From an optimization exercise on the open Yosys and OpenROAD flow, aimed at small area, a short achievable clock period and few clock cycles; shortcuts taken in it are not production practice.
In this exercise RTL edits were held to simulation tests only and were not proved equivalent to the original.
Power and IR drop assume default switching activity.

==> design/flow/design.v <==
module LMFE ( clk, reset, Din, in_en, busy, out_valid, Dout, mem_cen, mem_wen, mem_addr, mem_d, mem_q);
input   clk;
input   reset;
input   in_en;
output  busy;
output  out_valid;
input   [7:0]  Din;
output  [7:0]  Dout;
output  mem_cen;
output  mem_wen;
output  [9:0]  mem_addr;
output  [7:0]  mem_d;
input   [7:0]  mem_q;
localparam S_PRE = 2'd0, S_RUN = 2'd1, S_FIN = 2'd2;
reg  [1:0]  state;
reg  [14:0] ldpos;       
reg  [2:0]  k;           
reg         busy_r, outv_r, cen_r, wen_r, seldin_r, accf;
reg  [9:0]  addr_r;
reg  [7:0]  din_r, dout_r;
assign busy      = busy_r;
assign out_valid = outv_r;
assign Dout      = dout_r;
assign mem_cen   = cen_r;
assign mem_wen   = wen_r;
assign mem_addr  = addr_r;
assign mem_d     = din_r;
wire [7:0] row6  = ldpos[14:7];
wire [6:0] ldcol = ldpos[6:0];
wire run = (state == S_RUN);
wire pre = (state == S_PRE);
wire [8:0] rr = {1'b0, row6} + {6'b0, k} - 9'd6;
wire rr_ok = ~rr[8] & ~rr[7];
  reg [7:0] P0;
  reg [7:0] P1;
  reg [7:0] P2;
  reg [7:0] P3;
  reg [7:0] P4;
  reg [7:0] P5;
  reg [7:0] P6;
  reg [7:0] P7;
  reg [7:0] P8;
  reg [7:0] P9;
  reg [7:0] P10;
  reg [7:0] P11;
  reg [7:0] P12;
  reg [7:0] P13;
  reg [7:0] P14;
  reg [7:0] P15;
  reg [7:0] P16;
  reg [7:0] P17;
  reg [7:0] P18;
  reg [7:0] P19;
  reg [7:0] P20;
  reg [7:0] P21;
  reg [7:0] P22;
  reg [7:0] P23;
  reg [7:0] P24;
  reg [7:0] P25;
  reg [7:0] P26;
  reg [7:0] P27;
  reg [7:0] P28;
  reg [7:0] P29;
  reg [7:0] P30;
  reg [7:0] P31;
  reg [7:0] P32;
  reg [7:0] P33;
  reg [7:0] P34;
  reg [7:0] P35;
  reg [7:0] P36;
  reg [7:0] P37;
  reg [7:0] P38;
  reg [7:0] P39;
  reg [7:0] P40;
  reg [7:0] P41;
  reg [7:0] P42;
  reg [7:0] P43;
  reg [7:0] P44;
  reg [7:0] P45;
  reg [7:0] P46;
  reg [7:0] P47;
  reg [7:0] P48;
  reg [7:0] P49;
  reg [7:0] P50;
  reg [7:0] P51;
  reg [7:0] P52;
  reg [7:0] P53;
  reg [7:0] P54;
  reg [7:0] P55;
  reg [7:0] P56;
  reg [7:0] P57;
  reg [7:0] P58;
  reg [7:0] P59;
  reg [7:0] P60;
  reg [7:0] P61;
  reg [7:0] P62;
wire [7:0] bus = seldin_r ? (in_en ? Din : 8'd0) : (cen_r ? 8'd0 : mem_q);
reg  [7:0] bus_rot;
always @(*) begin
  case (k)
      3'd0: bus_rot = {bus[7], bus[5], bus[4], bus[3], bus[2], bus[1], bus[0], bus[6]};
      3'd1: bus_rot = {bus[7], bus[1], bus[0], bus[6], bus[5], bus[4], bus[3], bus[2]};
      3'd2: bus_rot = {bus[7], bus[4], bus[3], bus[2], bus[1], bus[0], bus[6], bus[5]};
      3'd3: bus_rot = {bus[7], bus[0], bus[6], bus[5], bus[4], bus[3], bus[2], bus[1]};
      3'd4: bus_rot = {bus[7], bus[3], bus[2], bus[1], bus[0], bus[6], bus[5], bus[4]};
      3'd5: bus_rot = {bus[7], bus[6], bus[5], bus[4], bus[3], bus[2], bus[1], bus[0]};
      3'd6: bus_rot = {bus[7], bus[2], bus[1], bus[0], bus[6], bus[5], bus[4], bus[3]};
    default: bus_rot = bus;
  endcase
end
always @(posedge clk) begin
    P0 <= bus_rot;
    P1 <= P0;
    P2 <= P1;
    P3 <= P2;
    P4 <= P3;
    P5 <= P4;
    P6 <= P5;
    P7 <= P6;
    P8 <= P7;
    P9 <= P8;
    P10 <= P9;
    P11 <= P10;
    P12 <= P11;
    P13 <= P12;
    P14 <= P13;
    P15 <= P14;
    P16 <= P15;
    P17 <= P16;
    P18 <= P17;
    P19 <= P18;
    P20 <= P19;
    P21 <= P20;
    P22 <= P21;
    P23 <= P22;
    P24 <= P23;
    P25 <= P24;
    P26 <= P25;
    P27 <= P26;
    P28 <= P27;
    P29 <= P28;
    P30 <= P29;
    P31 <= P30;
    P32 <= P31;
    P33 <= P32;
    P34 <= P33;
    P35 <= P34;
    P36 <= P35;
    P37 <= P36;
    P38 <= P37;
    P39 <= P38;
    P40 <= P39;
    P41 <= P40;
    P42 <= P41;
    P43 <= P42;
    P44 <= P43;
    P45 <= P44;
    P46 <= P45;
    P47 <= P46;
    P48 <= P47;
    P49 <= P48;
    P50 <= P49;
    P51 <= P50;
    P52 <= P51;
    P53 <= P52;
    P54 <= P53;
    P55 <= P54;
    P56 <= P55;
    P57 <= P56;
    P58 <= P57;
    P59 <= P58;
    P60 <= P59;
    P61 <= P60;
    P62 <= P61;
end
wire [6:0] fcn = ldcol - 7'd3;      
reg  [6:0] colact;                  
reg  [4:0] k0;                      
always @(*) begin
  case (fcn)
    7'd0:   begin colact = 7'b0001111; k0 = 5'd4;  end
    7'd1:   begin colact = 7'b0011111; k0 = 5'd11; end
    7'd2:   begin colact = 7'b0111111; k0 = 5'd18; end
    7'd125: begin colact = 7'b1111110; k0 = 5'd18; end
    7'd126: begin colact = 7'b1111100; k0 = 5'd11; end
    7'd127: begin colact = 7'b1111000; k0 = 5'd4;  end
    default: begin colact = 7'b1111111; k0 = 5'd25; end
  endcase
end
wire [48:0] msb;
  assign msb[0] = P0[7];
  assign msb[1] = P1[7];
  assign msb[2] = P2[7];
  assign msb[3] = P3[7];
  assign msb[4] = P4[7];
  assign msb[5] = P5[7];
  assign msb[6] = P6[7];
  assign msb[7] = P7[7];
  assign msb[8] = P8[7];
  assign msb[9] = P9[7];
  assign msb[10] = P10[7];
  assign msb[11] = P11[7];
  assign msb[12] = P12[7];
  assign msb[13] = P13[7];
  assign msb[14] = P14[7];
  assign msb[15] = P15[7];
  assign msb[16] = P16[7];
  assign msb[17] = P17[7];
  assign msb[18] = P18[7];
  assign msb[19] = P19[7];
  assign msb[20] = P20[7];
  assign msb[21] = P21[7];
  assign msb[22] = P22[7];
  assign msb[23] = P23[7];
  assign msb[24] = P24[7];
  assign msb[25] = P25[7];
  assign msb[26] = P26[7];
  assign msb[27] = P27[7];
  assign msb[28] = P28[7];
  assign msb[29] = P29[7];
  assign msb[30] = P30[7];
  assign msb[31] = P31[7];
  assign msb[32] = P32[7];
  assign msb[33] = P33[7];
  assign msb[34] = P34[7];
  assign msb[35] = P35[7];
  assign msb[36] = P36[7];
  assign msb[37] = P37[7];
  assign msb[38] = P38[7];
  assign msb[39] = P39[7];
  assign msb[40] = P40[7];
  assign msb[41] = P41[7];
  assign msb[42] = P42[7];
  assign msb[43] = P43[7];
  assign msb[44] = P44[7];
  assign msb[45] = P45[7];
  assign msb[46] = P46[7];
  assign msb[47] = P47[7];
  assign msb[48] = P48[7];
reg  [2:0] ccr;                            
reg  [2:0] CC0, CC1, CC2, CC3, CC4, CC5;    
reg  [5:0] sreg;                           
reg  [6:0] colact_n;                      
reg  [4:0] k0_n;
reg  [2:0] ccsel;
always @(*) begin
  case (k)
    3'd1:    ccsel = colact_n[2] ? CC1 : 3'd0;
    3'd2:    ccsel = colact_n[3] ? CC2 : 3'd0;
    3'd3:    ccsel = colact_n[4] ? CC3 : 3'd0;
    3'd4:    ccsel = colact_n[5] ? CC4 : 3'd0;
    3'd5:    ccsel = colact_n[6] ? CC5 : 3'd0;
    3'd6:    ccsel = colact_n[0] ? ccr : 3'd0;
    default: ccsel = 3'd0;
  endcase
end
wire [5:0] sbase = (k == 3'd1) ? (colact_n[1] ? {3'b0, CC0} : 6'd0) : sreg;
wire [5:0] snext = sbase + {3'b0, ccsel};
wire [5:0] sfin  = sreg + {3'b0, colact_n[0] ? ccr : 3'd0};    
always @(posedge clk) begin
  ccr <= ((k == 3'd0) ? 3'd0 : ccr) + {2'b0, ~bus[7]};
  if (k == 3'd0) begin
    CC0 <= ccr; CC1 <= CC0; CC2 <= CC1; CC3 <= CC2; CC4 <= CC3; CC5 <= CC4;
  end
  sreg <= snext;
  if (k == 3'd0) begin
    colact_n <= colact;
    k0_n     <= k0;
  end
end
wire e7 = colact_n[0] & ~msb[0];               
wire [5:0] z7 = sreg + {5'b0, e7};
reg lt0, lt1;
always @(posedge clk) begin
  lt0 <= (sfin < {1'b0, k0_n});
  lt1 <= (sfin < {1'b0, k0_n} - 6'd1);
end
wire d7 = e7 ? lt1 : lt0;                       
wire [5:0] minit = d7 ? (z7 - {1'b0, k0_n}) : (6'd0 - {1'b0, k0_n});
wire [48:0] act;
  assign act[0] = colact_n[0];
  assign act[1] = colact_n[0];
  assign act[2] = colact_n[0];
  assign act[3] = colact_n[0];
  assign act[4] = colact_n[0];
  assign act[5] = colact_n[0];
  assign act[6] = colact_n[0];
  assign act[7] = colact_n[1];
  assign act[8] = colact_n[1];
  assign act[9] = colact_n[1];
  assign act[10] = colact_n[1];
  assign act[11] = colact_n[1];
  assign act[12] = colact_n[1];
  assign act[13] = colact_n[1];
  assign act[14] = colact_n[2];
  assign act[15] = colact_n[2];
  assign act[16] = colact_n[2];
  assign act[17] = colact_n[2];
  assign act[18] = colact_n[2];
  assign act[19] = colact_n[2];
  assign act[20] = colact_n[2];
  assign act[21] = colact_n[3];
  assign act[22] = colact_n[3];
  assign act[23] = colact_n[3];
  assign act[24] = colact_n[3];
  assign act[25] = colact_n[3];
  assign act[26] = colact_n[3];
  assign act[27] = colact_n[3];
  assign act[28] = colact_n[4];
  assign act[29] = colact_n[4];
  assign act[30] = colact_n[4];
  assign act[31] = colact_n[4];
  assign act[32] = colact_n[4];
  assign act[33] = colact_n[4];
  assign act[34] = colact_n[4];
  assign act[35] = colact_n[5];
  assign act[36] = colact_n[5];
  assign act[37] = colact_n[5];
  assign act[38] = colact_n[5];
  assign act[39] = colact_n[5];
  assign act[40] = colact_n[5];
  assign act[41] = colact_n[5];
  assign act[42] = colact_n[6];
  assign act[43] = colact_n[6];
  assign act[44] = colact_n[6];
  assign act[45] = colact_n[6];
  assign act[46] = colact_n[6];
  assign act[47] = colact_n[6];
  assign act[48] = colact_n[6];
wire [48:0] finit = act & ~(msb ^ {49{d7}});
wire init = run & (k == 3'd0);
wire [61:0] tap;
  assign tap[0] = P0[0];
  assign tap[1] = P1[3];
  assign tap[2] = P2[6];
  assign tap[3] = P3[2];
  assign tap[4] = P4[5];
  assign tap[5] = P5[1];
  assign tap[6] = P6[4];
  assign tap[7] = P7[0];
  assign tap[8] = P8[3];
  assign tap[9] = P9[6];
  assign tap[10] = P10[2];
  assign tap[11] = P11[5];
  assign tap[12] = P12[1];
  assign tap[13] = P13[4];
  assign tap[14] = P14[0];
  assign tap[15] = P15[3];
  assign tap[16] = P16[6];
  assign tap[17] = P17[2];
  assign tap[18] = P18[5];
  assign tap[19] = P19[1];
  assign tap[20] = P20[4];
  assign tap[21] = P21[0];
  assign tap[22] = P22[3];
  assign tap[23] = P23[6];
  assign tap[24] = P24[2];
  assign tap[25] = P25[5];
  assign tap[26] = P26[1];
  assign tap[27] = P27[4];
  assign tap[28] = P28[0];
  assign tap[29] = P29[3];
  assign tap[30] = P30[6];
  assign tap[31] = P31[2];
  assign tap[32] = P32[5];
  assign tap[33] = P33[1];
  assign tap[34] = P34[4];
  assign tap[35] = P35[0];
  assign tap[36] = P36[3];
  assign tap[37] = P37[6];
  assign tap[38] = P38[2];
  assign tap[39] = P39[5];
  assign tap[40] = P40[1];
  assign tap[41] = P41[4];
  assign tap[42] = P42[0];
  assign tap[43] = P43[3];
  assign tap[44] = P44[6];
  assign tap[45] = P45[2];
  assign tap[46] = P46[5];
  assign tap[47] = P47[1];
  assign tap[48] = P48[4];
  assign tap[49] = P49[0];
  assign tap[50] = P50[3];
  assign tap[51] = P51[6];
  assign tap[52] = P52[2];
  assign tap[53] = P53[5];
  assign tap[54] = P54[1];
  assign tap[55] = P55[4];
  assign tap[56] = P56[0];
  assign tap[57] = P57[3];
  assign tap[58] = P58[6];
  assign tap[59] = P59[2];
  assign tap[60] = P60[5];
  assign tap[61] = P61[1];
wire [62:0] tapl;
  assign tapl[0] = 1'b0;
  assign tapl[1] = P1[0];
  assign tapl[2] = P2[3];
  assign tapl[3] = P3[6];
  assign tapl[4] = P4[2];
  assign tapl[5] = P5[5];
  assign tapl[6] = P6[1];
  assign tapl[7] = P7[4];
  assign tapl[8] = P8[0];
  assign tapl[9] = P9[3];
  assign tapl[10] = P10[6];
  assign tapl[11] = P11[2];
  assign tapl[12] = P12[5];
  assign tapl[13] = P13[1];
  assign tapl[14] = P14[4];
  assign tapl[15] = P15[0];
  assign tapl[16] = P16[3];
  assign tapl[17] = P17[6];
  assign tapl[18] = P18[2];
  assign tapl[19] = P19[5];
  assign tapl[20] = P20[1];
  assign tapl[21] = P21[4];
  assign tapl[22] = P22[0];
  assign tapl[23] = P23[3];
  assign tapl[24] = P24[6];
  assign tapl[25] = P25[2];
  assign tapl[26] = P26[5];
  assign tapl[27] = P27[1];
  assign tapl[28] = P28[4];
  assign tapl[29] = P29[0];
  assign tapl[30] = P30[3];
  assign tapl[31] = P31[6];
  assign tapl[32] = P32[2];
  assign tapl[33] = P33[5];
  assign tapl[34] = P34[1];
  assign tapl[35] = P35[4];
  assign tapl[36] = P36[0];
  assign tapl[37] = P37[3];
  assign tapl[38] = P38[6];
  assign tapl[39] = P39[2];
  assign tapl[40] = P40[5];
  assign tapl[41] = P41[1];
  assign tapl[42] = P42[4];
  assign tapl[43] = P43[0];
  assign tapl[44] = P44[3];
  assign tapl[45] = P45[6];
  assign tapl[46] = P46[2];
  assign tapl[47] = P47[5];
  assign tapl[48] = P48[1];
  assign tapl[49] = P49[4];
  assign tapl[50] = P50[0];
  assign tapl[51] = P51[3];
  assign tapl[52] = P52[6];
  assign tapl[53] = P53[2];
  assign tapl[54] = P54[5];
  assign tapl[55] = P55[1];
  assign tapl[56] = P56[4];
  assign tapl[57] = P57[0];
  assign tapl[58] = P58[3];
  assign tapl[59] = P59[6];
  assign tapl[60] = P60[2];
  assign tapl[61] = P61[5];
  assign tapl[62] = P62[1];
reg  [62:0] F0;
reg  [5:0] M0;
reg  [6:0] R0;
reg  [62:0] F1;
reg  [5:0] M1;
reg  [6:0] R1;
wire [62:0] Flast = F1;
wire [5:0] mlast = M1;
wire [6:0] Rlast = R1;
wire [61:0] xc = F0[61:0] & ~tap;
wire [6:0] y;
wire [5:0] mfirst = M0;
  wire c0_1;
  wire c0_2;
  assign c0_1 = xc[0] ^ xc[1] ^ xc[2];
  assign c0_2 = (xc[0] & xc[1]) | (xc[0] & xc[2]) | (xc[1] & xc[2]);
  wire c0_3;
  wire c0_4;
  assign c0_3 = xc[3] ^ xc[4] ^ xc[5];
  assign c0_4 = (xc[3] & xc[4]) | (xc[3] & xc[5]) | (xc[4] & xc[5]);
  wire c0_5;
  wire c0_6;
  assign c0_5 = xc[6] ^ xc[7] ^ xc[8];
  assign c0_6 = (xc[6] & xc[7]) | (xc[6] & xc[8]) | (xc[7] & xc[8]);
  wire c0_7;
  wire c0_8;
  assign c0_7 = xc[9] ^ xc[10] ^ xc[11];
  assign c0_8 = (xc[9] & xc[10]) | (xc[9] & xc[11]) | (xc[10] & xc[11]);
  wire c0_9;
  wire c0_10;
  assign c0_9 = xc[12] ^ xc[13] ^ xc[14];
  assign c0_10 = (xc[12] & xc[13]) | (xc[12] & xc[14]) | (xc[13] & xc[14]);
  wire c0_11;
  wire c0_12;
  assign c0_11 = xc[15] ^ xc[16] ^ xc[17];
  assign c0_12 = (xc[15] & xc[16]) | (xc[15] & xc[17]) | (xc[16] & xc[17]);
  wire c0_13;
  wire c0_14;
  assign c0_13 = xc[18] ^ xc[19] ^ xc[20];
  assign c0_14 = (xc[18] & xc[19]) | (xc[18] & xc[20]) | (xc[19] & xc[20]);
  wire c0_15;
  wire c0_16;
  assign c0_15 = xc[21] ^ xc[22] ^ xc[23];
  assign c0_16 = (xc[21] & xc[22]) | (xc[21] & xc[23]) | (xc[22] & xc[23]);
  wire c0_17;
  wire c0_18;
  assign c0_17 = xc[24] ^ xc[25] ^ xc[26];
  assign c0_18 = (xc[24] & xc[25]) | (xc[24] & xc[26]) | (xc[25] & xc[26]);
  wire c0_19;
  wire c0_20;
  assign c0_19 = xc[27] ^ xc[28] ^ xc[29];
  assign c0_20 = (xc[27] & xc[28]) | (xc[27] & xc[29]) | (xc[28] & xc[29]);
  wire c0_21;
  wire c0_22;
  assign c0_21 = xc[30] ^ xc[31] ^ xc[32];
  assign c0_22 = (xc[30] & xc[31]) | (xc[30] & xc[32]) | (xc[31] & xc[32]);
  wire c0_23;
  wire c0_24;
  assign c0_23 = xc[33] ^ xc[34] ^ xc[35];
  assign c0_24 = (xc[33] & xc[34]) | (xc[33] & xc[35]) | (xc[34] & xc[35]);
  wire c0_25;
  wire c0_26;
  assign c0_25 = xc[36] ^ xc[37] ^ xc[38];
  assign c0_26 = (xc[36] & xc[37]) | (xc[36] & xc[38]) | (xc[37] & xc[38]);
  wire c0_27;
  wire c0_28;
  assign c0_27 = xc[39] ^ xc[40] ^ xc[41];
  assign c0_28 = (xc[39] & xc[40]) | (xc[39] & xc[41]) | (xc[40] & xc[41]);
  wire c0_29;
  wire c0_30;
  assign c0_29 = xc[42] ^ xc[43] ^ xc[44];
  assign c0_30 = (xc[42] & xc[43]) | (xc[42] & xc[44]) | (xc[43] & xc[44]);
  wire c0_31;
  wire c0_32;
  assign c0_31 = xc[45] ^ xc[46] ^ xc[47];
  assign c0_32 = (xc[45] & xc[46]) | (xc[45] & xc[47]) | (xc[46] & xc[47]);
  wire c0_33;
  wire c0_34;
  assign c0_33 = xc[48] ^ xc[49] ^ xc[50];
  assign c0_34 = (xc[48] & xc[49]) | (xc[48] & xc[50]) | (xc[49] & xc[50]);
  wire c0_35;
  wire c0_36;
  assign c0_35 = xc[51] ^ xc[52] ^ xc[53];
  assign c0_36 = (xc[51] & xc[52]) | (xc[51] & xc[53]) | (xc[52] & xc[53]);
  wire c0_37;
  wire c0_38;
  assign c0_37 = xc[54] ^ xc[55] ^ xc[56];
  assign c0_38 = (xc[54] & xc[55]) | (xc[54] & xc[56]) | (xc[55] & xc[56]);
  wire c0_39;
  wire c0_40;
  assign c0_39 = xc[57] ^ xc[58] ^ xc[59];
  assign c0_40 = (xc[57] & xc[58]) | (xc[57] & xc[59]) | (xc[58] & xc[59]);
  wire c0_41;
  wire c0_42;
  assign c0_41 = xc[60] ^ xc[61] ^ mfirst[0];
  assign c0_42 = (xc[60] & xc[61]) | (xc[60] & mfirst[0]) | (xc[61] & mfirst[0]);
  wire c0_43;
  wire c0_44;
  assign c0_43 = c0_1 ^ c0_3 ^ c0_5;
  assign c0_44 = (c0_1 & c0_3) | (c0_1 & c0_5) | (c0_3 & c0_5);
  wire c0_45;
  wire c0_46;
  assign c0_45 = c0_7 ^ c0_9 ^ c0_11;
  assign c0_46 = (c0_7 & c0_9) | (c0_7 & c0_11) | (c0_9 & c0_11);
  wire c0_47;
  wire c0_48;
  assign c0_47 = c0_13 ^ c0_15 ^ c0_17;
  assign c0_48 = (c0_13 & c0_15) | (c0_13 & c0_17) | (c0_15 & c0_17);
  wire c0_49;
  wire c0_50;
  assign c0_49 = c0_19 ^ c0_21 ^ c0_23;
  assign c0_50 = (c0_19 & c0_21) | (c0_19 & c0_23) | (c0_21 & c0_23);
  wire c0_51;
  wire c0_52;
  assign c0_51 = c0_25 ^ c0_27 ^ c0_29;
  assign c0_52 = (c0_25 & c0_27) | (c0_25 & c0_29) | (c0_27 & c0_29);
  wire c0_53;
  wire c0_54;
  assign c0_53 = c0_31 ^ c0_33 ^ c0_35;
  assign c0_54 = (c0_31 & c0_33) | (c0_31 & c0_35) | (c0_33 & c0_35);
  wire c0_55;
  wire c0_56;
  assign c0_55 = c0_37 ^ c0_39 ^ c0_41;
  assign c0_56 = (c0_37 & c0_39) | (c0_37 & c0_41) | (c0_39 & c0_41);
  wire c0_57;
  wire c0_58;
  assign c0_57 = c0_2 ^ c0_4 ^ c0_6;
  assign c0_58 = (c0_2 & c0_4) | (c0_2 & c0_6) | (c0_4 & c0_6);
  wire c0_59;
  wire c0_60;
  assign c0_59 = c0_8 ^ c0_10 ^ c0_12;
  assign c0_60 = (c0_8 & c0_10) | (c0_8 & c0_12) | (c0_10 & c0_12);
  wire c0_61;
  wire c0_62;
  assign c0_61 = c0_14 ^ c0_16 ^ c0_18;
  assign c0_62 = (c0_14 & c0_16) | (c0_14 & c0_18) | (c0_16 & c0_18);
  wire c0_63;
  wire c0_64;
  assign c0_63 = c0_20 ^ c0_22 ^ c0_24;
  assign c0_64 = (c0_20 & c0_22) | (c0_20 & c0_24) | (c0_22 & c0_24);
  wire c0_65;
  wire c0_66;
  assign c0_65 = c0_26 ^ c0_28 ^ c0_30;
  assign c0_66 = (c0_26 & c0_28) | (c0_26 & c0_30) | (c0_28 & c0_30);
  wire c0_67;
  wire c0_68;
  assign c0_67 = c0_32 ^ c0_34 ^ c0_36;
  assign c0_68 = (c0_32 & c0_34) | (c0_32 & c0_36) | (c0_34 & c0_36);
  wire c0_69;
  wire c0_70;
  assign c0_69 = c0_38 ^ c0_40 ^ c0_42;
  assign c0_70 = (c0_38 & c0_40) | (c0_38 & c0_42) | (c0_40 & c0_42);
  wire c0_71;
  wire c0_72;
  assign c0_71 = c0_43 ^ c0_45 ^ c0_47;
  assign c0_72 = (c0_43 & c0_45) | (c0_43 & c0_47) | (c0_45 & c0_47);
  wire c0_73;
  wire c0_74;
  assign c0_73 = c0_49 ^ c0_51 ^ c0_53;
  assign c0_74 = (c0_49 & c0_51) | (c0_49 & c0_53) | (c0_51 & c0_53);
  wire c0_75;
  wire c0_76;
  assign c0_75 = c0_44 ^ c0_46 ^ c0_48;
  assign c0_76 = (c0_44 & c0_46) | (c0_44 & c0_48) | (c0_46 & c0_48);
  wire c0_77;
  wire c0_78;
  assign c0_77 = c0_50 ^ c0_52 ^ c0_54;
  assign c0_78 = (c0_50 & c0_52) | (c0_50 & c0_54) | (c0_52 & c0_54);
  wire c0_79;
  wire c0_80;
  assign c0_79 = c0_56 ^ c0_57 ^ c0_59;
  assign c0_80 = (c0_56 & c0_57) | (c0_56 & c0_59) | (c0_57 & c0_59);
  wire c0_81;
  wire c0_82;
  assign c0_81 = c0_61 ^ c0_63 ^ c0_65;
  assign c0_82 = (c0_61 & c0_63) | (c0_61 & c0_65) | (c0_63 & c0_65);
  wire c0_83;
  wire c0_84;
  assign c0_83 = c0_67 ^ c0_69 ^ mfirst[1];
  assign c0_84 = (c0_67 & c0_69) | (c0_67 & mfirst[1]) | (c0_69 & mfirst[1]);
  wire c0_85;
  wire c0_86;
  assign c0_85 = c0_58 ^ c0_60 ^ c0_62;
  assign c0_86 = (c0_58 & c0_60) | (c0_58 & c0_62) | (c0_60 & c0_62);
  wire c0_87;
  wire c0_88;
  assign c0_87 = c0_64 ^ c0_66 ^ c0_68;
  assign c0_88 = (c0_64 & c0_66) | (c0_64 & c0_68) | (c0_66 & c0_68);
  wire c0_89;
  wire c0_90;
  assign c0_89 = c0_70 ^ mfirst[2];
  assign c0_90 = c0_70 & mfirst[2];
  wire c0_91;
  wire c0_92;
  assign c0_91 = c0_71 ^ c0_73 ^ c0_55;
  assign c0_92 = (c0_71 & c0_73) | (c0_71 & c0_55) | (c0_73 & c0_55);
  wire c0_93;
  wire c0_94;
  assign c0_93 = c0_72 ^ c0_74 ^ c0_75;
  assign c0_94 = (c0_72 & c0_74) | (c0_72 & c0_75) | (c0_74 & c0_75);
  wire c0_95;
  wire c0_96;
  assign c0_95 = c0_77 ^ c0_79 ^ c0_81;
  assign c0_96 = (c0_77 & c0_79) | (c0_77 & c0_81) | (c0_79 & c0_81);
  wire c0_97;
  wire c0_98;
  assign c0_97 = c0_76 ^ c0_78 ^ c0_80;
  assign c0_98 = (c0_76 & c0_78) | (c0_76 & c0_80) | (c0_78 & c0_80);
  wire c0_99;
  wire c0_100;
  assign c0_99 = c0_82 ^ c0_84 ^ c0_85;
  assign c0_100 = (c0_82 & c0_84) | (c0_82 & c0_85) | (c0_84 & c0_85);
  wire c0_101;
  wire c0_102;
  assign c0_101 = c0_87 ^ c0_89;
  assign c0_102 = c0_87 & c0_89;
  wire c0_103;
  wire c0_104;
  assign c0_103 = c0_86 ^ c0_88 ^ c0_90;
  assign c0_104 = (c0_86 & c0_88) | (c0_86 & c0_90) | (c0_88 & c0_90);
  wire c0_105;
  wire c0_106;
  assign c0_105 = c0_92 ^ c0_93 ^ c0_95;
  assign c0_106 = (c0_92 & c0_93) | (c0_92 & c0_95) | (c0_93 & c0_95);
  wire c0_107;
  wire c0_108;
  assign c0_107 = c0_94 ^ c0_96 ^ c0_97;
  assign c0_108 = (c0_94 & c0_96) | (c0_94 & c0_97) | (c0_96 & c0_97);
  wire c0_109;
  wire c0_110;
  assign c0_109 = c0_99 ^ c0_101;
  assign c0_110 = c0_99 & c0_101;
  wire c0_111;
  wire c0_112;
  assign c0_111 = c0_98 ^ c0_100 ^ c0_102;
  assign c0_112 = (c0_98 & c0_100) | (c0_98 & c0_102) | (c0_100 & c0_102);
  wire c0_113;
  wire c0_114;
  assign c0_113 = c0_103 ^ mfirst[3];
  assign c0_114 = c0_103 & mfirst[3];
  reg [14:0] pr0;
  always @(posedge clk) pr0 <= {mfirst[5], mfirst[4], c0_104, c0_114, c0_112, c0_113, c0_111, c0_110, c0_108, c0_109, c0_107, c0_106, c0_83, c0_105, c0_91};
  wire cz_1;
  wire cz_2;
  assign cz_1 = pr0[3] ^ pr0[4] ^ pr0[5];
  assign cz_2 = (pr0[3] & pr0[4]) | (pr0[3] & pr0[5]) | (pr0[4] & pr0[5]);
  wire cz_3;
  wire cz_4;
  assign cz_3 = pr0[6] ^ pr0[7] ^ pr0[8];
  assign cz_4 = (pr0[6] & pr0[7]) | (pr0[6] & pr0[8]) | (pr0[7] & pr0[8]);
  wire cz_5;
  wire cz_6;
  assign cz_5 = pr0[10] ^ pr0[11] ^ pr0[12];
  assign cz_6 = (pr0[10] & pr0[11]) | (pr0[10] & pr0[12]) | (pr0[11] & pr0[12]);
  wire cz_7;
  wire cz_8;
  assign cz_7 = cz_2 ^ cz_3 ^ pr0[9];
  assign cz_8 = (cz_2 & cz_3) | (cz_2 & pr0[9]) | (cz_3 & pr0[9]);
  wire cz_9;
  wire cz_10;
  assign cz_9 = cz_4 ^ cz_5 ^ pr0[13];
  assign cz_10 = (cz_4 & cz_5) | (cz_4 & pr0[13]) | (cz_5 & pr0[13]);
  wire cz_11;
  wire cz_12;
  assign cz_11 = cz_10 ^ cz_6 ^ pr0[14];
  assign cz_12 = (cz_10 & cz_6) | (cz_10 & pr0[14]) | (cz_6 & pr0[14]);
  wire [6:0] ya = {cz_12, cz_11, cz_8, cz_7, cz_1, pr0[1], pr0[0]};
  wire [6:0] yb = {1'b0, 1'b0, cz_9, 1'b0, 1'b0, pr0[2], 1'b0};
  assign y = ya + yb;
wire d = ~y[6];
wire [62:0] Fu = Flast & ~(tapl ^ {63{d}});
always @(posedge clk) begin
  F1 <= {F0[61:0], 1'b0};
  M1 <= M0;
  R1 <= R0;
  if (init) begin
    F0 <= {{(63-50){1'b0}}, finit, 1'b0};
    M0 <= minit;
    R0 <= {6'b0, d7};
    dout_r <= {Rlast, d};
  end else begin
    F0 <= {Fu[61:0], 1'b0};
    M0 <= d ? y[5:0] : mlast;
    R0 <= {Rlast[5:0], d};
  end
end
always @(posedge clk or posedge reset) begin
  if (reset) begin
    state    <= S_PRE;
    ldpos    <= 15'd0;
    k        <= 3'd0;
    busy_r   <= 1'b0;
    outv_r   <= 1'b0;
    cen_r    <= 1'b1;
    wen_r    <= 1'b1;
    seldin_r <= 1'b0;
  end else begin
    outv_r   <= 1'b0;
    seldin_r <= 1'b0;
    case (state)
      S_PRE: begin
        busy_r <= 1'b0;
        cen_r  <= ~in_en;
        wen_r  <= 1'b0;
        if (in_en) begin
          ldpos <= ldpos + 15'd1;
          if (ldpos == 15'd383) begin
            state    <= S_RUN;
            k        <= 3'd0;
            seldin_r <= 1'b1;
          end
        end
      end
      S_RUN: begin
        k        <= (k == 3'd6) ? 3'd0 : k + 3'd1;
        busy_r   <= ~((k == 3'd6) && (ldpos < 15'd16383));
        seldin_r <= (k == 3'd6);
        if (k == 3'd6) begin
          cen_r <= ~accf;
          wen_r <= 1'b0;
          ldpos <= ldpos + 15'd1;
        end else begin
          cen_r <= ~rr_ok;
          wen_r <= 1'b1;
        end
        if (k == 3'd0) begin
          outv_r <= (ldpos >= 15'd390);
          if (ldpos == 15'd16773) state <= S_FIN;
        end
      end
      default: begin
        busy_r <= 1'b1;
        cen_r  <= 1'b1;
        wen_r  <= 1'b1;
      end
    endcase
  end
end
always @(posedge clk) begin
  if ((pre || (run && k == 3'd0)) && in_en) din_r <= Din;
  if (run && k == 3'd0) accf <= in_en;
  if (pre || (run && k == 3'd6)) addr_r <= ldpos[9:0];
  else if (run) addr_r <= {rr[2:0], ldcol};
end
endmodule
==> design/flow/flow/run.sh <==
#!/bin/bash
# The standard layout (the standard.sh, unchanged synthesis script and
# settings from config.mk), except that Yosys does not extract full-adder
# cells: with ADDER_MAP_FILE empty, ORFS's synth.tcl skips extract_fa, so ABC
# maps the adder trees from plain gates (faster than sky130 fa_1 cells).
# Registers are unaffected.
set -euo pipefail
export ADDER_MAP_FILE=
bash standard.sh > standard.log 2>&1
==> design/flow/standard.sh <==
#!/bin/bash
# synth_recipe.tcl (not shown) runs the flow's synth.tcl, then flattens the netlist and writes it again
# the make line also repeats each setting of config.mk as NAME=value (left out here)
make -C /OpenROAD-flow-scripts/flow DESIGN_CONFIG=/design/flow/config.mk WORK_HOME=/design/flow/orfs CLKGATE_MAP_FILE= SYNTH_SCRIPT=/design/flow/synth_recipe.tcl "${@:-finish}"
==> design/flow/config.mk <==
export PLATFORM = sky130hd
export DESIGN_NAME = LMFE
export DESIGN_NICKNAME = LMFE
export VERILOG_FILES = /design/flow/design.v
export SDC_FILE = /design/flow/constraint.sdc
export NUM_CORES = 4
export LEC_CHECK = 0
export ABC_CLOCK_PERIOD_IN_PS = 2500
export CAP_MARGIN = 20
export CORE_MARGIN = 2
export CORE_UTILIZATION = 40
export CTS_BUF_LIST = sky130_fd_sc_hd__clkbuf_16
export CTS_CLUSTER_DIAMETER = 60
export CTS_CLUSTER_SIZE = 30
export SETUP_SLACK_MARGIN = 3.1
export SLEW_MARGIN = 20
==> design/flow/constraint.sdc <==
create_clock -name core_clock -period 6.0 [get_ports {clk}]
set_input_delay 1.2000 -clock core_clock [delete_from_list [all_inputs] [get_ports {clk}]]
set_output_delay 1.2000 -clock core_clock [all_outputs]
set_load 0.01 [all_outputs]
==> results.json, run 1 <==
{
  "max_slew_margin_pct": 35.1,
  "grt_pass1_wl_um": 59700,
  "synthFlopType": "dfxtp_1",
  "finalCritPeriodShare_pct": 48.6,
  "cp-end-kind": "flop",
  "cts_tree": "done",
  "final_cell_mix": "dfxtp_1 (634), xor2_1 (134), xnor2_1 (118), nand2_1 (84), nor2_1 (78)",
  "rsz0062_at_grt": "yes",
  "coreArea_um2": 52900,
  "fin_util_pct": 46.7,
  "clkSlewWorstSetupHoldPaths_ps": 110,
  "wl_per_cell_um": 15.4,
  "multi_input_area_um2": 6300,
  "vias": 11400,
  "synth-edff-count": 55,
  "grtUsageTotal_pct": 13.5,
  "overflow": 0,
  "drt_iter0_drc": 558,
  "fin_setup_tns_ps": 0,
  "drcViolationCount": 0,
  "power_density_nw_per_um2": 353,
  "h-tree-depth": 2,
  "clockPowerShare_pct": 35.6,
  "p_comb_share_pct": 4.9,
  "internal_power_mw": 6.66,
  "fin_crit_ps": 2920,
  "cts_root_buffer": "clkbuf_16",
  "syn_to_final_growth_pct": 14.7,
  "synth.cell_area_um2": 21500,
  "finalSetupViolCount": 0,
  "grt_pass1_vias": 11200,
  "grtUsageMet3_pct": 2.24,
  "antenna_found_initial": 0,
  "yosysWarnings": 1,
  "clk_path_buf_depth": 3,
  "drv_cap": 0,
  "switching_share_pct": 23.5,
  "start_util_pct": 40.7,
  "power.switching_mw": 2.05,
  "clk_latency_ps": 600,
  "place_congestion": 0.825,
  "path_class": "reg -> reg",
  "leakagePower_nw": 10.0,
  "dieWidth_um": 236,
  "path_max_fanout": 6,
  "met2_usage_pct": 22.7,
  "start_kind": "flop",
  "fmaxAchievable_mhz": 343,
  "mostFrequentLayoutCell": "dfxtp_1",
  "synth-seq-cells": 717,
  "syn-num-nets": 1688,
  "hpwl_um": 23800,
  "synth_area_per_cell_um2": 12.9,
  "port-buffer-count": 48,
  "irDropWorstVdd_v": 0.000250,
  "synthArstFlopShare_pct": 3.49,
  "cts_made_buffers": 40,
  "wl_um": 37800,
  "regArea_um2": 15000,
  "worst_ep_arrival_time_ps": 3470,
  "maxSlewViolCount": 0,
  "critPathRequiredTime_ps": 6550,
  "hold_path_class": "reg -> reg",
  "floorplan.die_area_um2": 55600,
  "tightest_slew_ps": 955,
  "holdWs_ps": 301,
  "pin_count": 49,
  "grt_max_degree": 82,
  "nNetsFinal": 1758,
  "ant_nets": 0,
  "synth_cells": 1669,
  "grt.busiest_layer": "met2",
  "fin_ws_ps": 3080,
  "power_frac_seq_pct": 59.5,
  "first_pass_iters": 4,
  "die_y_um": 236,
  "status": "no timing/DRC/antenna violations",
  "yosysUniqueCellTypes": 66,
  "fill_cells": 4709,
  "dp_slack_ps": 2430,
  "hold_viol": 0,
  "yosysSeqAreaShare_pct": 69.9,
  "viasPerCell": 4.64,
  "clock-sinks": 717,
  "num_rows": 84,
  "drive_gt1_share_pct": 8.26,
  "grt_util_met1_pct": 17.6,
  "power_mw": 8.71,
  "n_antenna_cell": 0,
  "clock_skew_ps": 35.2
}
-- synthesized netlist by cell type (all sizes together), types with 4 or more instances --
| cell type | n | area [µm²] |
|---|---|---|
| dfxtp | 637 | 12800 |
| mux2i | 12 | 120 |
| nand3 | 24 | 120 |
| edfxtp | 55 | 1650 |
| and3 | 25 | 156 |
| nor2b | 69 | 432 |
| inv | 21 | 78.8 |
| clkbuf | 46 | 173 |
| o21ai | 51 | 255 |
| and2 | 18 | 113 |
| o211ai | 5 | 37.5 |
| nand4 | 6 | 37.5 |
| maj3 | 50 | 502 |
| nor3 | 12 | 60.1 |
| xnor3 | 6 | 135 |
| a31o | 7 | 61.3 |
| buf | 10 | 63.8 |
| a32o | 40 | 400 |
| a21oi | 42 | 210 |
| xor2 | 137 | 1200 |
| nor2 | 80 | 300 |
| or2 | 5 | 31.3 |
| a22oi | 6 | 45.0 |
| or3 | 5 | 31.3 |
| clkinv | 4 | 15.0 |
| nor4 | 5 | 37.5 |
| dfrtp | 23 | 576 |
| xnor2 | 122 | 1080 |
| nand2 | 85 | 319 |
| a31oi | 9 | 56.3 |
| nand2b | 14 | 87.6 |
-- layout make-up --
cell class	count	share of cell area (%)
Sequential cell	717	61.0
Clock buffer	41	4.16
Timing Repair Buffer	83	3.84
Clock inverter	29	1.55
Tap cell	688	3.49
Inverter	25	0.401
Multi-Input combinational cell	872	25.6
-- repair_timing --
item,4_1_cts,5_1_grt
gates cloned,5,2
hold buffers,0,0
buffers inserted,8,15
pin swaps,7,30
gates resized for setup,30,20
endpoints found under the setup margin,96,74
-- sequential cells by signal (all words and copies together), names as in the netlist, 10 cells and up --
name / count
F0: 61
F1: 59
ldpos: 15
pr0: 14
addr_r: 10
-- stage by stage --
stage,cells,instance area [µm²]
global route,2455,24700
CTS,2437,24400
finish,2455,24700
global placement,2354,22700
detailed placement,2354,22700
floorplan,1669,21500
-- power groups by stage --
| stage | Sequential (mW) | Clock, mW | Combinational (mW) |
|---|---|---|---|
| after floorplan | 5.23 | 0 | 0.304 |
| final | 5.18 | 3.10 | 0.430 |
| after detailed placement | 5.29 | 0 | 0.401 |
| after global placement | 5.29 | 0 | 0.395 |
| after global routing | 5.21 | 3.37 | 0.476 |
| after CTS | 5.19 | 3.20 | 0.409 |
-- final timing paths --
| check | to | startpoint | slack, ps | cells past startpoint |
|---|---|---|---|---|
| min in group asynchronous | ldpos[3] | reset | 930 | 2 |
| hold reg to reg | P26[4] | P25[4] | 300 | 0 |
| max in group asynchronous | cen_r | reset | 4520 | 3 |
| setup / recovery | F0[30] | pr0[7] | 3080 | 13 |
| setup reg to reg | F0[30] | pr0[7] | 3080 | 13 |
| hold / removal | P26[4] | P25[4] | 300 | 0 |
-- layer usage --
layer / wire length (µm) / up-vias
li1: - / 5714
met1: 17700 / 5446
met2: 17800 / 187
met3: 1380 / 54
met4: 811 / 0
met5: 0 / -
-- cells by family (layout without fill, tap and decap cells) --
kind of cell	Yosys count	in the layout	share of synthesized area, %
flops	717	717	69.9
simple gates	356	356	8.31
xor+xnor	266	266	11.3
compound gates	186	186	6.00
buf+inv	81	178	1.54
fa+ha+maj	50	50	2.33
mux	13	14	0.611
-- worst max-delay path, stage by stage (launching register included) --
cell	delay, ps
dfxtp_2	340
xnor3_2	470
xnor2_4	170
mux2i_1	130
nand2_1	80
a21oi_2	60
maj3_2	350
and3_4	200
nor4_4	280
buf_6	190
buf_12	130
buf_16	140
xor2_1	170
a32o_1	180
Testbench counts, summed over its fixed seeds: cycles 1,381,296.
==> run 2, diff against run 1 <==
--- a/design/flow/config.mk
+++ b/design/flow/config.mk
@@ -7,3 +7,2 @@
 export LEC_CHECK = 0
-export ABC_CLOCK_PERIOD_IN_PS = 2500
 export CAP_MARGIN = 20
@@ -14,2 +13,3 @@
 export CTS_CLUSTER_SIZE = 30
+export PLACE_DENSITY = 0.75
 export SETUP_SLACK_MARGIN = 3.1
==> results.json, run 2 <==
{
  "yosysSeqAreaShare_pct": 69.9,
  "placed_cell_area_um2": 22700,
  "drcViolationCount": 0,
  "rsz0062_at_grt": "yes",
  "path_class": "reg -> reg",
  "pin_count": 49,
  "grtUsageTotal_pct": 12.9,
  "synth-seq-cells": 717,
  "wl_per_cell_um": 15.0,
  "synth_cells": 1669,
  "synth-edff-count": 55,
  "grt_pass1_wl_um": 58200,
  "synth.cell_area_um2": 21500,
  "grtUsageMet3_pct": 2.38,
  "critPathRequiredTime_ps": 6430,
  "first_pass_iters": 5,
  "fin_setup_tns_ps": 0,
  "cts_root_buffer": "clkbuf_16",
  "dieWidth_um": 236,
  "finalSetupViolCount": 0,
  "power_mw": 8.42,
  "p_comb_share_pct": 4.9,
  "met2_usage_pct": 21.3,
  "path_max_fanout": 7,
  "mostFrequentLayoutCell": "dfxtp_1",
  "switching_share_pct": 23.1,
  "cts_tree": "done",
  "drive_gt1_share_pct": 7.20,
  "grt.busiest_layer": "met2",
  "ant_nets": 0,
  "hold_viol": 0,
  "start_util_pct": 40.7,
  "clockPowerShare_pct": 33.6,
  "overflow": 0,
  "synth_area_per_cell_um2": 12.9,
  "largestRegisters": "F0: 61 flops, F1: 59 flops, ldpos: 15 flops",
  "synth.most_common_cell": "dfxtp_1",
  "worst_ep_arrival_time_ps": 3450,
  "dp_slack_ps": 2480,
  "leakagePower_nw": 9.84,
  "tightest_slew_ps": 1010,
  "final_cell_mix": "dfxtp_1 (634), xor2_1 (133), xnor2_1 (119), nand2_1 (84), nor2_1 (78)",
  "synth_commonest_cells": "dfxtp_1 (637), xor2_1 (137), xnor2_1 (121), nand2_1 (85), nor2_1 (80)",
  "status": "no timing/DRC/antenna violations",
  "clkSlewWorstSetupHoldPaths_ps": 100,
  "power_frac_seq_pct": 61.5,
  "drv_cap": 0,
  "yosys.area.top_type": "dfxtp_1",
  "internal_power_mw": 6.48,
  "cts_made_buffers": 36,
  "floorplan.die_area_um2": 55600,
  "yosysUniqueCellTypes": 66,
  "viasPerCell": 4.66,
  "grt_pass1_vias": 11400,
  "finalCritPeriodShare_pct": 50.3,
  "nNetsFinal": 1744,
  "synthArstFlopShare_pct": 3.49,
  "start_kind": "flop",
  "wl_um": 36600,
  "die_y_um": 236,
  "max_slew_margin_pct": 33.0,
  "power_density_nw_per_um2": 346,
  "n_antenna_cell": 0,
  "fmaxAchievable_mhz": 332,
  "irDropWorstVdd_v": 0.000254,
  "clk_path_buf_depth": 3,
  "yosysTopAreaCellShare_pct": 59.3,
  "place_congestion": 0.795,
  "port-buffer-count": 48,
  "grt_util_met1_pct": 16.9,
  "syn_to_final_growth_pct": 13.2,
  "yosysWarnings": 1,
  "fin_ws_ps": 2980,
  "hold_path_class": "reg -> reg",
  "coreArea_um2": 52900,
  "clock-sinks": 717,
  "power.switching_mw": 1.95,
  "drt_iter0_drc": 720,
  "clock_skew_ps": 31.7,
  "h-tree-depth": 2,
  "fin_crit_ps": 3020,
  "synth.top_cells.by_area": "dfxtp_1 (59%), edfxtp_1 (7.7%), xor2_1 (5.6%)",
  "fin_area_um2": 24400,
  "largest-register": "F0",
  "maxSlewViolCount": 0,
  "cp-end-kind": "flop",
  "grt_max_degree": 82,
  "antenna_found_initial": 1,
  "largest_reg_flops": 61,
  "num_rows": 84,
  "synthFlopType": "dfxtp_1",
  "clk_latency_ps": 600,
  "syn-num-nets": 1688,
  "vias": 11400,
  "hpwl_um": 23500
}
## run 2: cell count changes in the layout (fill, tap and decap cells not counted), sizes merged
cell / change
buf: -13
inv: -4
clkinvlp: +2
clkbuf: -1
clkinv: -1
mux2i: -1
## run 2: path summary, 6_finish.rpt
path                            startpoint   endpoint  slack, ps  cells past startpoint
min in group asynchronous            reset  ldpos[10]       1110                      2
worst min register to register      P53[4]     P54[4]        300                      0
worst min-delay path                P53[4]     P54[4]        300                      0
worst max-delay path                pr0[8]      M0[3]       2980                     12
max in group asynchronous            reset       k[2]       4210                      2
worst max register to register      pr0[8]      M0[3]       2980                     12
## run 2: kinds of logic after synthesis
logic type	after synthesis	synth area share, %
xor+xnor	266	11.3
mux	13	0.611
fa+ha+maj	50	2.33
simple gates	356	8.31
compound gates	186	6.00
buf+inv	81	1.54
flops	717	69.9
## run 2: layout make-up
class,instances,area [µm²]
clock buffer,36,901
timing repair buffer,74,842
tap,688,861
multi-input combinational,871,6260
clock inverter,26,339
sequential,717,15000
fill,4644,28500
inverter,25,101
## run 2: repair_timing
| item | 4_1_cts | 5_1_grt |
|---|---|---|
| setup endpoints to repair | 85 | 76 |
| setup buffers | 7 | 5 |
| pin swaps | 3 | 18 |
| resized for setup | 14 | 26 |
| cloned | 1 | 7 |
| hold buffers | 0 | 0 |
## run 2: critical path: stages, from the launching register on
cell     delay (ps)
dfxtp_2         350
xnor3_1         430
xnor2_2         190
mux2i_1         210
nand2_1         110
a21oi_2         200
maj3_2          260
nor2_2           60
nor4_4          320
buf_6           240
buf_12          160
mux2i_2         250
a21oi_1         100
## run 2: power groups by stage
| stage | clock network, mW | logic, mW | registers [mW] |
|---|---|---|---|
| finish | 2.83 | 0.411 | 5.18 |
| global route | 3.09 | 0.457 | 5.21 |
| CTS | 2.92 | 0.409 | 5.18 |
| detailed placement | 0 | 0.407 | 5.29 |
| global placement | 0 | 0.396 | 5.28 |
| floorplan | 0 | 0.304 | 5.23 |
## run 2: metal layers
layer	vias to the layer above	part of all wire, %
met5	-	0
met1	5409	46
li1	5668	-
met2	237	47
met4	0	2.2
met3	52	4.7
## run 2: metrics by stage
step	utilization, %	std cells	hold WS (ps)
floorplan	-	1669	310
global placement	42.9	2355	310
detailed placement	42.9	2355	312
CTS	45.5	2425	305
global route	46.1	2437	300
finish	46.1	2437	300
==> run 3, diff against run 2 <==
--- a/design/flow/design.v
+++ b/design/flow/design.v
@@ -728,3 +728,5 @@
 wire d = ~y[6];
-wire [62:0] Fu = Flast & ~(tapl ^ {63{d}});
+wire [62:0] Fu1 = Flast & tapl;
+wire [62:0] Fu0 = Flast & ~tapl;
+wire [62:0] Fi  = {{(63-50){1'b0}}, finit, 1'b0};
 always @(posedge clk) begin
@@ -733,9 +735,7 @@
   R1 <= R0;
+  F0 <= d ? (init ? Fi : {Fu1[61:0], 1'b0}) : (init ? Fi : {Fu0[61:0], 1'b0});
   if (init) begin
-    F0 <= {{(63-50){1'b0}}, finit, 1'b0};
     M0 <= minit;
     R0 <= {6'b0, d7};
-    dout_r <= {Rlast, d};
   end else begin
-    F0 <= {Fu[61:0], 1'b0};
     M0 <= d ? y[5:0] : mlast;
@@ -743,2 +743,3 @@
   end
+  dout_r <= {Rlast, d};    
 end
--- a/design/flow/config.mk
+++ b/design/flow/config.mk
@@ -13,3 +13,2 @@
 export CTS_CLUSTER_SIZE = 30
-export PLACE_DENSITY = 0.75
 export SETUP_SLACK_MARGIN = 3.1
==> results.json, run 3 <==
{
  "grtUsageTotal_pct": 13.1,
  "grt_max_degree": 77,
  "mostFrequentLayoutCell": "dfxtp_1",
  "clock_skew_ps": 28.0,
  "start_util_pct": 40.3,
  "crit_path_max_incr_delay_ps": 560,
  "clock-sinks": 717,
  "grt_pass1_wl_um": 58600,
  "internal_power_mw": 7.01,
  "power.switching_mw": 2.44,
  "yosys.area.top_type": "dfxtp_1",
  "start_kind": "flop",
  "first_pass_iters": 5,
  "num_rows": 85,
  "drcViolationCount": 0,
  "tightest_slew_ps": 729,
  "wl_per_cell_um": 14.9,
  "critPathTopFamily": "adder cells",
  "vias": 11300,
  "synth_area_per_cell_um2": 12.9,
  "drive_gt1_share_pct": 7.37,
  "status": "no timing/DRC/antenna violations",
  "p_comb_share_pct": 9.9,
  "holdWs_ps": 318,
  "h-tree-depth": 2,
  "synthArstFlopShare_pct": 3.49,
  "fin_ws_ps": 3220,
  "path_class": "reg -> reg",
  "cp_slowest_cell": "dfrtp_4",
  "clockPowerShare_pct": 34.4,
  "yosysSeqAreaShare_pct": 69.3,
  "antenna_found_initial": 1,
  "fin_crit_ps": 2780,
  "hold_buffers": 0,
  "cp-end-kind": "flop",
  "worstPathCellList": "nor2b_1, a21boi_0, a2111oi_4, nor2_1, maj3_1, maj3_1, nand2_1, xor2_1, nor2_1",
  "worst_ep_arrival_time_ps": 3210,
  "synth.top_cells.by_area": "dfxtp_1 (60%), xnor2_1 (7.9%), edfxtp_1 (6.5%)",
  "finalCritPeriodShare_pct": 46.3,
  "yosysTopAreaCellShare_pct": 59.8,
  "clk_latency_ps": 590,
  "drv_cap": 0,
  "fin_setup_tns_ps": 0,
  "port-buffer-count": 48,
  "hold_viol": 0,
  "yosysUniqueCellTypes": 63,
  "switching_share_pct": 25.8,
  "dp_cells": 2371,
  "place_congestion": 0.777,
  "fmaxAchievable_mhz": 360,
  "fin_util_pct": 45.7,
  "leakagePower_nw": 9.37,
  "floorplan.die_area_um2": 55800,
  "pin_count": 49,
  "synth-seq-cells": 717,
  "power_density_nw_per_um2": 385,
  "fin_cells": 2460,
  "hold_path_class": "reg -> reg",
  "finalSetupViolCount": 0,
  "power_frac_seq_pct": 55.7,
  "grt_pass1_vias": 11100,
  "cts_tree": "done",
  "synth.cell_area_um2": 21600,
  "die_y_um": 236,
  "ant_nets": 0,
  "wl_um": 36600,
  "rsz0062_at_grt": "no",
  "fill_cells": 4882,
  "synth.most_common_cell": "dfxtp_1",
  "overflow": 0,
  "critPathRequiredTime_ps": 6430,
  "synthFlopType": "dfxtp_1",
  "max_slew_margin_pct": 51.3,
  "synth_commonest_cells": "dfxtp_1 (645), xnor2_1 (195), nand2_1 (118), nor2b_1 (61), maj3_1 (53)",
  "nNetsFinal": 1752,
  "synth_cells": 1677,
  "largest_reg_flops": 61,
  "final_cell_mix": "dfxtp_1 (644), xnor2_1 (191), nand2_1 (116), nor2b_1 (56), maj3_1 (53)",
  "syn_to_final_growth_pct": 13.6,
  "cts_made_buffers": 41,
  "power_mw": 9.45,
  "synth-edff-count": 47,
  "largest-register": "F0",
  "path_max_fanout": 12,
  "irDropWorstVdd_v": 0.000190,
  "clk_path_buf_depth": 3,
  "hpwl_um": 24400,
  "coreArea_um2": 53600,
  "fin_area_um2": 24500,
  "syn-num-nets": 1696,
  "viasPerCell": 4.60,
  "dp_slack_ps": 2450,
  "cp_num_buf_inv": 0,
  "clkSlewWorstSetupHoldPaths_ps": 100,
  "placed_cell_area_um2": 22700,
  "largestRegisters": "F0: 61 flops, F1: 59 flops, ldpos: 15 flops",
  "cts_root_buffer": "clkbuf_16",
  "dieWidth_um": 236,
  "maxSlewViolCount": 0,
  "drt_iter0_drc": 502,
  "yosysWarnings": 1
}
[run 3: cell types whose count changed after synthesis, moves of 33 or more]
cell     delta
nor2_1     -35
o22ai_1    +48
a32o_1     -39
nand2_1    +33
xnor2_1    +74
xor2_1     -87
[run 3: worst register-to-register path: stages (launching register included)]
cell and delay (ps):
dfrtp_4 560, nor2b_1 230, a21boi_0 200, a2111oi_4 400, nor2_1 130, maj3_1 390, maj3_1 400, nand2_1 100
xor2_1 160, nor2_1 50
[run 3: power by group through the flow]
stage	Clock (mW)	Sequential, mW	Combinational, mW
2_1_floorplan	0	5.26	0.775
3_3_place_gp	0	5.37	0.880
3_5_place_dp	0	5.37	0.903
4_1_cts	3.35	5.27	0.920
5_1_grt	3.53	5.30	1.03
6_report	3.25	5.26	0.935
[run 3: cell type report]
class / count / area [µm²] / area share, %
Multi-Input combinational cell: 881 / 6400 / 26.1
Tap cell: 696 / 871 / 3.55
Clock buffer: 43 / 1080 / 4.39
Clock inverter: 30 / 432 / 1.76
Timing Repair Buffer: 70 / 688 / 2.81
Sequential cell: 717 / 15000 / 61.0
Inverter: 22 / 82.6 / 0.337
Antenna cell: 1 / 2.50 / 0.0102
[run 3: repair_timing]
action	CTS	global route
gates resized for setup	10	29
pin swaps	1	3
setup endpoints to repair	82	64
cloned	0	0
setup buffers	9	5
[run 3: cells by family after synthesis]
family	share of synthesized area, %
flops	69.3
simple gates	7.92
xor+xnor	12.0
compound gates	6.18
buf+inv	1.64
fa+ha+maj	2.46
mux	0.522
[run 3: metal layers]
| metal | part of all wire, % | routed length (µm) | GRT usage (%) |
|---|---|---|---|
| met2 | 48 | 17500 | 22.3 |
| met4 | 3.0 | 1080 | 5.08 |
| met5 | 0 | 0 | 0 |
| met3 | 4.2 | 1520 | 2.41 |
| met1 | 45 | 16500 | 16.6 |
[run 3: worst paths after layout]
path	cells past startpoint	slack (ps)	to	startpoint
worst max-delay path	9	3220	sreg[4]	k[1]
worst min-delay path	0	320	P52[1]	P51[1]
worst max register to register	9	3220	sreg[4]	k[1]
worst min register to register	0	320	P52[1]	P51[1]
max in group asynchronous	3	4640	cen_r	reset
min in group asynchronous	2	860	ldpos[12]	reset
Testbench counts of run 3, summed over its fixed seeds: cycles 1,381,296.
==> run 4, diff against run 3 <==
--- a/design/flow/config.mk
+++ b/design/flow/config.mk
@@ -13,3 +13,3 @@
 export CTS_CLUSTER_SIZE = 30
-export SETUP_SLACK_MARGIN = 3.1
+export SETUP_SLACK_MARGIN = 2.9
 export SLEW_MARGIN = 20
==> results.json, run 4 <==
{
  "yosysUniqueCellTypes": 63,
  "hold_viol": 0,
  "cp_num_buf_inv": 0,
  "worst_ep_arrival_time_ps": 3350,
  "first_pass_iters": 5,
  "grt_max_degree": 77,
  "overflow": 0,
  "drt_iter0_drc": 455,
  "clock_skew_ps": 23.8,
  "rr_worst_depth": 9,
  "synth_area_per_cell_um2": 12.9,
  "drv_cap": 0,
  "wl_met2_um": 17300,
  "pin_count": 49,
  "maxSlewViolCount": 0,
  "yosys.area.top_type": "dfxtp_1",
  "synth-edff-count": 47,
  "synth_commonest_cells": "dfxtp_1 (645), xnor2_1 (195), nand2_1 (118), nor2b_1 (61), maj3_1 (53)",
  "yosysWarnings": 1,
  "dr.max_layer_used": "met4",
  "crit_path_max_incr_delay_ps": 610,
  "fin_crit_ps": 2910,
  "largest_reg_flops": 61,
  "cp_num_cells": 9,
  "largest-register": "F0",
  "start_kind": "flop",
  "mostFrequentLayoutCell": "dfxtp_1",
  "cts_tree": "done",
  "tightest_slew_ps": 719,
  "viasPerCell": 4.59,
  "worstPathCellList": "nor2b_1, and3_1, a2111oi_4, nor2_1, maj3_1, maj3_1, nand2_1, xor2_1, nor2_1",
  "yosysSeqAreaShare_pct": 69.3,
  "floorplan.die_area_um2": 55800,
  "synth-seq-cells": 717,
  "rsz0062_at_grt": "no",
  "final_cell_mix": "dfxtp_1 (645), xnor2_1 (195), nand2_1 (118), nor2b_1 (60), maj3_1 (53)",
  "drive_gt1_share_pct": 6.14,
  "clk_latency_ps": 590,
  "dieWidth_um": 236,
  "antenna_found_initial": 1,
  "critPathTopFamily": "adder cells",
  "cp-end-kind": "flop",
  "synthArstFlopShare_pct": 3.49,
  "synth.cell_area_um2": 21600,
  "vias": 11300,
  "place_congestion": 0.777,
  "yosysTopAreaCellShare_pct": 59.8,
  "power_density_nw_per_um2": 387,
  "synthFlopType": "dfxtp_1",
  "start_util_pct": 40.3,
  "wl_per_cell_um": 14.8,
  "cp_slowest_cell": "dfrtp_4",
  "hold_path_class": "reg -> reg",
  "critPathRequiredTime_ps": 6430,
  "hpwl_um": 24400,
  "irDropWorstVdd_v": 0.000191,
  "met1Wirelength_um": 16800,
  "fill_cells": 4894,
  "synth.top_cells.by_area": "dfxtp_1 (60%), xnor2_1 (7.9%), edfxtp_1 (6.5%)",
  "finalCritPeriodShare_pct": 48.5,
  "h-tree-depth": 2,
  "r2r_slack_ps": 3090,
  "num_rows": 85,
  "path_max_fanout": 22,
  "port-buffer-count": 48,
  "cts_root_buffer": "clkbuf_16",
  "coreArea_um2": 53600,
  "fin_setup_tns_ps": 0,
  "min_path_cells": 0,
  "status": "no timing/DRC/antenna violations",
  "die_y_um": 236,
  "dr_wl_met3_um": 1270,
  "syn_to_final_growth_pct": 13.0,
  "cts_made_buffers": 41,
  "ant_nets": 0,
  "hold_buffers": 0,
  "path_class": "reg -> reg",
  "max_slew_margin_pct": 52.0,
  "drcViolationCount": 0,
  "grt_pass1_vias": 11100,
  "largestRegisters": "F0: 61 flops, F1: 59 flops, ldpos: 15 flops",
  "clk_path_buf_depth": 3,
  "clock-sinks": 717,
  "wl_um": 36400,
  "power_mw": 9.45,
  "leakagePower_nw": 9.30,
  "syn-num-nets": 1696,
  "clkSlewWorstSetupHoldPaths_ps": 100,
  "synth.most_common_cell": "dfxtp_1",
  "finalSetupViolCount": 0,
  "grtUsageTotal_pct": 13.0,
  "nNetsFinal": 1749,
  "synth_cells": 1677,
  "fmaxAchievable_mhz": 344,
  "grt_pass1_wl_um": 58200
}
run 4: cell counts after synthesis:
Identical to the previous run, type by type.
run 4: stage by stage:
step | cell area, µm² | utilization, % | hold slack, ps | setup slack (ps) | cells
3_3_place_gp | 22700 | 42.4 | 310 | 2490 | 2371
2_1_floorplan | 21600 | - | 310 | 3260 | 1677
6_report | 24400 | 45.5 | 317 | 3090 | 2457
3_5_place_dp | 22700 | 42.4 | 312 | 2450 | 2371
4_1_cts | 24300 | 45.3 | 321 | 2920 | 2448
5_1_grt | 24400 | 45.5 | 327 | 2910 | 2456
run 4: layout make-up:
| type | count | area (µm²) | share of cell area, % |
|---|---|---|---|
| clock inverters | 30 | 432 | 1.77 |
| clock buffers | 43 | 1080 | 4.41 |
| diodes | 1 | 2.50 | 0.0103 |
| repair buffers | 67 | 646 | 2.65 |
| flip-flops and latches | 717 | 15000 | 61.3 |
| multi-input cells | 881 | 6320 | 25.9 |
| inverters | 22 | 82.6 | 0.339 |
| well taps | 696 | 871 | 3.57 |
run 4: what timing repair did:
| action | CTS | global route |
|---|---|---|
| pin swaps | 1 | 0 |
| setup endpoints to repair | 63 | 21 |
| resized for setup | 7 | 4 |
| endpoints found under the hold margin | 0 | 0 |
| buffers inserted | 4 | 7 |
run 4: worst paths after layout:
path                            startpoint         to
worst max-delay path                  k[1]    sreg[4]
min in group asynchronous            reset  ldpos[12]
worst min-delay path                P51[1]     P52[1]
worst min register to register      P51[1]     P52[1]
max in group asynchronous            reset      cen_r
worst max register to register        k[1]    sreg[4]
run 4: power by group:
group          switching [mW]  internal (mW)
clock network            1.76           1.49
logic                   0.467          0.469
registers               0.207           5.05
total                    2.44           7.01
run 4: cells by family (layout without fill, tap and decap cells):
| family | Yosys count | after routing | synth area share [%] |
|---|---|---|---|
| fa+ha+maj | 53 | 53 | 2.46 |
| other cells | 0 | 1 | 0 |
| xor+xnor | 264 | 264 | 12.0 |
| buf+inv | 79 | 162 | 1.64 |
| mux | 11 | 11 | 0.522 |
| flops | 717 | 717 | 69.3 |
| simple gates | 342 | 342 | 7.92 |
| compound gates | 211 | 211 | 6.18 |
run 4: metal layers:
layer	track usage [%]	up-vias
met1	16.5	5349
met5	0	-
li1	-	5687
met2	22.1	180
met3	2.36	71
met4	5.01	0
==> run 5, diff against run 4 <==
--- a/design/flow/config.mk
+++ b/design/flow/config.mk
@@ -13,3 +13,3 @@
 export CTS_CLUSTER_SIZE = 30
-export SETUP_SLACK_MARGIN = 2.9
+export SETUP_SLACK_MARGIN = 3.3
 export SLEW_MARGIN = 20
==> results.json, run 5 <==
{
  "cts_made_buffers": 40,
  "drt_iter0_drc": 488,
  "overflow": 0,
  "clk_latency_ps": 600,
  "yosysSeqAreaShare_pct": 69.3,
  "r2r_slack_ps": 3360,
  "yosysWarnings": 1,
  "cp_num_buf_inv": 1,
  "grt_pass1_vias": 11300,
  "fill_cells": 4814,
  "yosysUniqueCellTypes": 63,
  "synth.top_cells.by_area": "dfxtp_1 (60%), xnor2_1 (7.9%), edfxtp_1 (6.5%)",
  "wl_per_cell_um": 15.5,
  "n_antenna_cell": 0,
  "synth_cells": 1677,
  "syn_to_final_growth_pct": 16.2,
  "synth-edff-count": 47,
  "final_cell_mix": "dfxtp_1 (627), xnor2_1 (181), nand2_1 (118), xor2_1 (49)",
  "synth_top_family_by_area": "XOR/XNOR gates",
  "fin_setup_tns_ps": 0,
  "tightest_slew_ps": 854,
  "largestRegisters": "F0: 61 flops, F1: 59 flops, ldpos: 15 flops",
  "start_util_pct": 40.3,
  "fin_util_pct": 46.8,
  "cts_tree": "done",
  "grt_max_degree": 78,
  "synthAdderAreaFrac_pct": 2.46,
  "pin_count": 49,
  "synthMuxAreaShare_pct": 0.522,
  "critPathRequiredTime_ps": 4800,
  "dp_cells": 2370,
  "port-buffer-count": 48,
  "rsz0062_at_grt": "yes",
  "synth.most_common_cell": "dfxtp_1",
  "regToRegEndpoint": "pr0[3]",
  "fin_ws_ps": 3360,
  "antenna_found_initial": 0,
  "synth-compound-area-share_pct": 6.18,
  "fin_cells": 2477,
  "min_path_cells": 0,
  "leakagePower_nw": 9.65,
  "synth.cell_area_um2": 21600,
  "clock_skew_ps": 33.9,
  "num_rows": 85,
  "place_congestion": 0.784,
  "critPathTopFamily": "buffers and inverters",
  "mostFrequentLayoutCell": "dfxtp_1",
  "viasPerCell": 4.62,
  "hold_end": "P33[1]",
  "largest-register": "F0",
  "start_kind": "flop",
  "synth_area_per_cell_um2": 12.9,
  "die_y_um": 236,
  "drcViolationCount": 0,
  "max_slew_margin_pct": 42.0,
  "nNetsFinal": 1772,
  "crit_path_max_incr_delay_ps": 530,
  "clk_path_buf_depth": 3,
  "largest_reg_flops": 61,
  "ant_nets": 0,
  "yosysTopAreaCellShare_pct": 59.8,
  "synth-seq-cells": 717,
  "fin_crit_ps": 2640,
  "fmaxAchievable_mhz": 379,
  "rr_worst_depth": 8,
  "cp_slowest_cell": "clkdlybuf4s50_1",
  "dp_slack_ps": 2720,
  "hold_path_class": "reg -> reg",
  "holdWs_ps": 296,
  "yosys.area.top_type": "dfxtp_1",
  "grtUsageTotal_pct": 13.1,
  "coreArea_um2": 53600,
  "hpwl_um": 23900,
  "finalSetupViolCount": 0,
  "hold_viol": 0,
  "h-tree-depth": 2,
  "clkSlewWorstSetupHoldPaths_ps": 100,
  "finalCritPeriodShare_pct": 44.0,
  "maxSlewViolCount": 0,
  "grt_pass1_wl_um": 58200,
  "drv_cap": 0,
  "clock-sinks": 717,
  "synthFlopType": "dfxtp_1",
  "reg2reg_from": "F0[5]",
  "yosys.area_share.simple_pct": 7.92,
  "cp-end-kind": "output pin",
  "synth_commonest_cells": "dfxtp_1 (645), xnor2_1 (195), nand2_1 (118), nor2b_1 (61), maj3_1 (53)",
  "floorplan.die_area_um2": 55800,
  "first_pass_iters": 4,
  "drive_gt1_share_pct": 12.6,
  "worstPathCellList": "clkdlybuf4s50_1",
  "syn-num-nets": 1696,
  "path_max_fanout": 1,
  "cts_root_buffer": "clkbuf_16",
  "worst_ep_arrival_time_ps": 1440,
  "synth_xor_xnor_area_share_pct": 12.0,
  "synthArstFlopShare_pct": 3.49,
  "status": "no timing/DRC/antenna violations",
  "vias": 11400,
  "power_density_nw_per_um2": 376,
  "dieWidth_um": 236,
  "irDropWorstVdd_v": 0.000185,
  "worstHoldStart": "P32[1]",
  "wl_um": 38400,
  "path_class": "reg -> out"
}
[run 5: cell counts after synthesis]
Identical to the previous run, type by type.
[run 5: worst register-to-register path, cell delays in order (launching register included)]
cell	delay [ps]
dfxtp_2	340
nor2b_4	150
xor3_1	470
xor3_2	470
buf_6	150
xnor2_2	140
xnor2_2	160
maj3_2	340
maj3_2	310
[run 5: metal layers]
layer	up-vias	track usage (%)	wire length, µm
met4	0	4.45	816
met2	158	22.7	18800
met1	5483	16.6	17500
li1	5738	-	-
met3	57	2.36	1330
met5	-	0	0
[run 5: kinds of logic after synthesis]
logic type,Yosys count
DFF,717
and+or+nand+nor,342
xor gates and xnor gates,264
AOI/OAI and AO/OA,211
buffers and inverters,79
adders and majority gates,53
muxes,11
[run 5: cell type report]
type | count | area [µm²] | area share [%]
clock buffers | 43 | 1080 | 4.29
clock inverters | 27 | 400 | 1.60
inverters | 22 | 87.6 | 0.349
multi-input cells | 882 | 6630 | 26.4
repair buffers | 89 | 1030 | 4.10
well taps | 696 | 871 | 3.47
repair inverters | 1 | 5.00 | 0.0200
flip-flops and latches | 717 | 15000 | 59.7
[run 5: worst max-delay path by stage]
| stage | end | depth (start not counted) | start | slack, ps |
|---|---|---|---|---|
| floorplan | pr0[6] | 8 | F0[26] | 3450 |
| global placement | ldpos[13] | 8 | in_en | 2750 |
| detailed placement | P0[2] | 8 | in_en | 2720 |
| CTS | M0[0] | 7 | colact_n[0] | 3200 |
| global route | lt1 | 9 | colact_n[0] | 3240 |
| finish | mem_addr[2] | 1 | addr_r[2] | 3360 |
[run 5: where the power goes]
part	internal [mW]	total [mW]	switching [mW]	leakage (nW)
clock	1.53	3.21	1.68	0.714
sequential	5.06	5.27	0.211	6.09
combinational	0.470	0.959	0.489	2.84
[run 5: what timing repair did]
action | in CTS | in global routing
endpoints found under the setup margin | 88 | 83
pin swaps | 18 | 31
buffers inserted | 17 | 8
hold buffers | 0 | 0
cloned | 5 | 6
resized for setup | 53 | 91
[run 5: stage by stage]
stage / cell area (µm²) / power [mW]
3_5_place_dp: 22800 / 6.29
5_1_grt: 25100 / 9.84
6_report: 25100 / 9.44
2_1_floorplan: 21600 / 6.03
4_1_cts: 24600 / 9.52
3_3_place_gp: 22800 / 6.27

Re-timed with assumed drivers on the ports (clkbuf_16 on the clock, buf_2 on other inputs), run 5 has 3.304 ns of setup slack against 3.362 ns with ideal ports, and 2.877 ns once port delays also move by the mid clock arrival of 0.635 ns.
